Background: an optimization exercise with open tools, aiming at small area. Do not read the settings as production practice.
The RTL was checked by simulation tests, not by an equivalence proof against the original design.
The flow treats the clock pin as an ideal source, which a real chip does not have.

## alpha
## quant_mac_top
module quant_mac_top (
    input  wire         clk,
    input  wire         mode,
    input  wire [15:0]  value,
    input  wire [15:0]  weight,
    input  wire [27:0]  ints,
    input  wire [17:0]  fps,
    output reg  [27:0]  intr,
    output reg  [17:0]  fpr
);
For scale: about 970 cells after synthesis, roughly 130 flip-flops, about 130 I/O pins.
export LEC_CHECK = 0
export CAP_MARGIN = 20
export CORE_MARGIN = 2
export CORE_UTILIZATION = 40
export SLEW_MARGIN = 20
export SYNTH_HIERARCHICAL = 1
export SYNTH_MINIMUM_KEEP_SIZE = 0
create_clock -name core_clock -period 11.5 [get_ports {clk}]
standard.sh (not shown) runs the stock make flow with config.mk's settings and CLKGATE_MAP_FILE= SYNTH_SCRIPT=/design/flow/synth_recipe.tcl, a recipe that flattens the netlist after the stock synthesis.
==> flow/flow/run.sh <==
#!/bin/bash
# Standard ORFS layout with area-oriented settings:
#  - placement not timing-driven (no speculative resizer buffering)
#  - before placement, synthesis buffers removed and combinational cells set
#    to their smallest size (flow/pre_gpl.tcl); the resizer upsizes where
#    timing needs it
#  - port buffers use the smallest buffer (buf_1) instead of the resizer's pick
#  - CTS with clkbuf_8 and no dummy loads; afterwards the clock of the fpr
#    registers is delayed by a buffer chain (flow/post_cts.tcl), skew for the
#    internal register-to-register paths; timing is repaired after global
#    routing
# make's full output goes to flow.log in this folder; ORFS keeps per-step logs
# under orfs/logs/.
set -euo pipefail
HERE=$(pwd)
export SKEW_CELLS="sky130_fd_sc_hd__clkdlybuf4s50_1 sky130_fd_sc_hd__clkbuf_4"
bash standard.sh \
  PRE_GLOBAL_PLACE_TCL="$HERE/flow/pre_gpl.tcl" \
  POST_CTS_TCL="$HERE/flow/post_cts.tcl" \
  SKIP_CTS_REPAIR_TIMING=1 \
  GPL_TIMING_DRIVEN=0 \
  BUFFER_PORTS_ARGS="-buffer_cell sky130_fd_sc_hd__buf_1" \
  CTS_ARGS="-sink_clustering_enable -repair_clock_nets -dont_use_dummy_load -buf_list sky130_fd_sc_hd__clkbuf_8 -sink_clustering_size 20" \
  finish > flow.log 2>&1
==> flow/flow/post_cts.tcl <==
# After CTS: delay the clock of the fpr output registers, which end the
# longest register-to-register paths (operand registers -> fp16 result).
# Each clock net that reaches fpr registers gets a short chain of clock
# buffers in front of those registers only.  This is skew for the internal
# paths: it leaves less time, not more, on the paths from these registers
# to the output ports.
set cells $::env(SKEW_CELLS)
set groups [dict create]
foreach inst [get_cells *] {
  set name [get_property $inst full_name]
  if {![string match "fpr*" $name]} { continue }
  set pin [get_pins -of_objects $inst -filter "direction == input"]
  set clk ""
  foreach p $pin {
    if {[get_property $p lib_pin_name] == "CLK"} { set clk $p }
  }
  if {$clk == ""} { continue }
  set net [get_nets -of_objects $clk]
  dict lappend groups [get_property $net full_name] $clk
}
set i 0
dict for {netname pins} $groups {
  set net $netname
  set k 0
  foreach cell $cells {
    set nn "skewnet_${i}_$k"
    insert_buffer -buffer_cell $cell -net [get_nets $net] -load_pins $pins -buffer_name "skewbuf_${i}_$k" -net_name $nn
    set net $nn
    incr k
  }
  puts "post_cts.tcl: group $i on $netname: [llength $pins] registers"
  incr i
}
global_connect
detailed_placement
estimate_parasitics -placement
report_clock_skew
==> flow/flow/pre_gpl.tcl <==
# Before global placement: remove the buffers synthesis left (the standard
# flow does this only in timing-driven placement mode), then set every combinational cell to its smallest
# drive strength (synthesis maps the one-gate modules in isolation and
# often picks larger sizes); the resizer upsizes where timing needs it.
remove_buffers
set n 0
foreach inst [get_cells *] {
  set ref [get_property $inst ref_name]
  if {[regexp {^(sky130_fd_sc_hd__[a-z0-9]+)_([0-9]+)$} $ref -> base size]} {
    if {$size <= 1} { continue }
    if {[regexp {dfxtp|dfrtp|clkbuf|clkinv|conb|tap|fill|decap|dlygate|clkdly} $base]} { continue }
    set target "${base}_1"
    if {[llength [get_lib_cells -quiet */$target]] == 0} { continue }
    replace_cell [get_property $inst full_name] $target
    incr n
  }
}
puts "pre_gpl.tcl: downsized $n cells"
Input-level comparison between beta and alpha:
==> flow/flow/run.sh <==
#!/bin/bash
# Standard ORFS layout with area-oriented settings:
#  - before placement, combinational cells are set to their smallest size
#    (flow/pre_gpl.tcl); the resizer upsizes where timing needs it
#  - port buffers use the smallest buffer (buf_1) instead of the resizer's pick
#  - CTS with clkbuf_8 and no dummy loads
# make's full output goes to flow.log in this folder; ORFS keeps per-step logs
# under orfs/logs/.
set -euo pipefail
HERE=$(pwd)
bash standard.sh \
  PRE_GLOBAL_PLACE_TCL="$HERE/flow/pre_gpl.tcl" \
  BUFFER_PORTS_ARGS="-buffer_cell sky130_fd_sc_hd__buf_1" \
  CTS_ARGS="-sink_clustering_enable -repair_clock_nets -dont_use_dummy_load -buf_list sky130_fd_sc_hd__clkbuf_8 -sink_clustering_size 20" \
  finish > flow.log 2>&1
diff --git a/flow/flow/pre_gpl.tcl b/flow/flow/pre_gpl.tcl
--- a/flow/flow/pre_gpl.tcl
+++ b/flow/flow/pre_gpl.tcl
@@ -1,6 +1,4 @@
-# Before global placement: remove the buffers synthesis left (the standard
-# flow does this only in timing-driven placement mode), then set every combinational cell to its smallest
+# Before global placement: set every combinational cell to its smallest
 # drive strength (synthesis maps the one-gate modules in isolation and
 # often picks larger sizes); the resizer upsizes where timing needs it.
-remove_buffers
 set n 0
diff --git a/flow/config.mk b/flow/config.mk
--- a/flow/config.mk
+++ b/flow/config.mk
@@ -9,3 +9,4 @@
 export CORE_MARGIN = 2
-export CORE_UTILIZATION = 40
+export CORE_UTILIZATION = 60
+export PLACE_DENSITY = 0.75
 export SLEW_MARGIN = 20
removed: flow/flow/post_cts.tcl
==> comparison <==
beta vs alpha: worst path arrival time down in beta. Vias: beta above alpha. beta vs. alpha: post-route cell area went down by 0.60%. beta against alpha: post-layout instance count excluding filler cells went down, clock-pin transition on the worst setup and hold timing paths down 20 ps, sequential share of layout area shows an increase of 0.23 points.
Input changes introduced in gamma (baseline for comparison: beta):
diff --git a/flow/flow/run.sh b/flow/flow/run.sh
--- a/flow/flow/run.sh
+++ b/flow/flow/run.sh
@@ -5,3 +5,3 @@
 #  - port buffers use the smallest buffer (buf_1) instead of the resizer's pick
-#  - CTS with clkbuf_8 and no dummy loads
+#  - CTS with clkbuf_4 and no dummy loads
 # make's full output goes to flow.log in this folder; ORFS keeps per-step logs
@@ -13,3 +13,3 @@
   BUFFER_PORTS_ARGS="-buffer_cell sky130_fd_sc_hd__buf_1" \
-  CTS_ARGS="-sink_clustering_enable -repair_clock_nets -dont_use_dummy_load -buf_list sky130_fd_sc_hd__clkbuf_8 -sink_clustering_size 20" \
+  CTS_ARGS="-sink_clustering_enable -repair_clock_nets -dont_use_dummy_load -buf_list sky130_fd_sc_hd__clkbuf_4 -sink_clustering_size 10 -sink_clustering_max_diameter 40" \
   finish > flow.log 2>&1
diff --git a/flow/config.mk b/flow/config.mk
--- a/flow/config.mk
+++ b/flow/config.mk
@@ -9,4 +9,4 @@
 export CORE_MARGIN = 2
-export CORE_UTILIZATION = 60
-export PLACE_DENSITY = 0.75
+export CORE_UTILIZATION = 80
+export PLACE_DENSITY = 0.9
 export SLEW_MARGIN = 20
### Flow results
- Between beta and gamma, combined global-route utilization of all metal layers increased.
- Looking at worst setup slack across both flows, gamma is the weaker of the two, with beta ahead.
- gamma vs. beta: number of nets with antenna violations after detailed routing comparable.
- Delta (gamma minus beta): post-route cell area moved down, chip height moved down.
diff inputs: gamma => delta
diff --git a/flow/flow/run.sh b/flow/flow/run.sh
--- a/flow/flow/run.sh
+++ b/flow/flow/run.sh
@@ -5,3 +5,3 @@
 #  - port buffers use the smallest buffer (buf_1) instead of the resizer's pick
-#  - CTS with clkbuf_4 and no dummy loads
+#  - CTS with clkbuf_8 and no dummy loads
 # make's full output goes to flow.log in this folder; ORFS keeps per-step logs
@@ -13,3 +13,3 @@
   BUFFER_PORTS_ARGS="-buffer_cell sky130_fd_sc_hd__buf_1" \
-  CTS_ARGS="-sink_clustering_enable -repair_clock_nets -dont_use_dummy_load -buf_list sky130_fd_sc_hd__clkbuf_4 -sink_clustering_size 10 -sink_clustering_max_diameter 40" \
+  CTS_ARGS="-sink_clustering_enable -repair_clock_nets -dont_use_dummy_load -buf_list sky130_fd_sc_hd__clkbuf_8 -sink_clustering_size 30 -sink_clustering_max_diameter 100" \
   finish > flow.log 2>&1
diff --git a/flow/config.mk b/flow/config.mk
--- a/flow/config.mk
+++ b/flow/config.mk
@@ -9,4 +9,4 @@
 export CORE_MARGIN = 2
-export CORE_UTILIZATION = 80
-export PLACE_DENSITY = 0.9
+export CORE_UTILIZATION = 75
+export PLACE_DENSITY = 0.85
 export SLEW_MARGIN = 20
Findings:
- Against gamma, delta comes in 0.024 lower on weighted congestion at the end of routability-driven global placement.
- Taking gamma as the reference, in delta smallest setup slack after layout +210 ps; total track usage has decreased; via count comparable; cell area saw little to no change.
- ~same post-synth design cell area in delta and gamma
- Number of buffer and inverter stages on the critical path down 1 in delta wrt gamma
- delta vs. gamma: met1 capacity usage during global routing lower.

[what the ideal ports hide]
Ports are ideal in the flow. The routed layouts listed here were re-timed in OpenROAD.
Step 1, drivers: a clkbuf_16 drives clk and a buf_2 each remaining input, both assumed.
Step 2, shift: input delay + t, output delay - t, t = (earliest + latest rising clock arrival at the registers) / 2. This alone moves slack from input paths to output paths.
a / b / c = ideal ports / drivers / drivers and shift; a / b = the first two.
| run | shift t [ns] | setup slack, ns | latest minus earliest clock arrival (ns) | worst register clock-pin slew, ns |
|---|---|---|---|---|
| alpha | 0.772 | 0.978 / 0.978 / 0.978 | 0.642 / 0.642 | 0.10 / 0.10 |
| beta | 0.479 | 0.855 / 0.855 / 0.855 | 0.028 / 0.029 | 0.08 / 0.08 |
| gamma | 0.585 | 0.422 / 0.422 / 0.422 | 0.046 / 0.046 | 0.12 / 0.12 |
| delta | 0.462 | 0.635 / 0.635 / 0.635 | 0.027 / 0.027 | 0.08 / 0.08 |
Clock arrivals are far apart in alpha, so t is only a midpoint there and step 2 fits no single register.
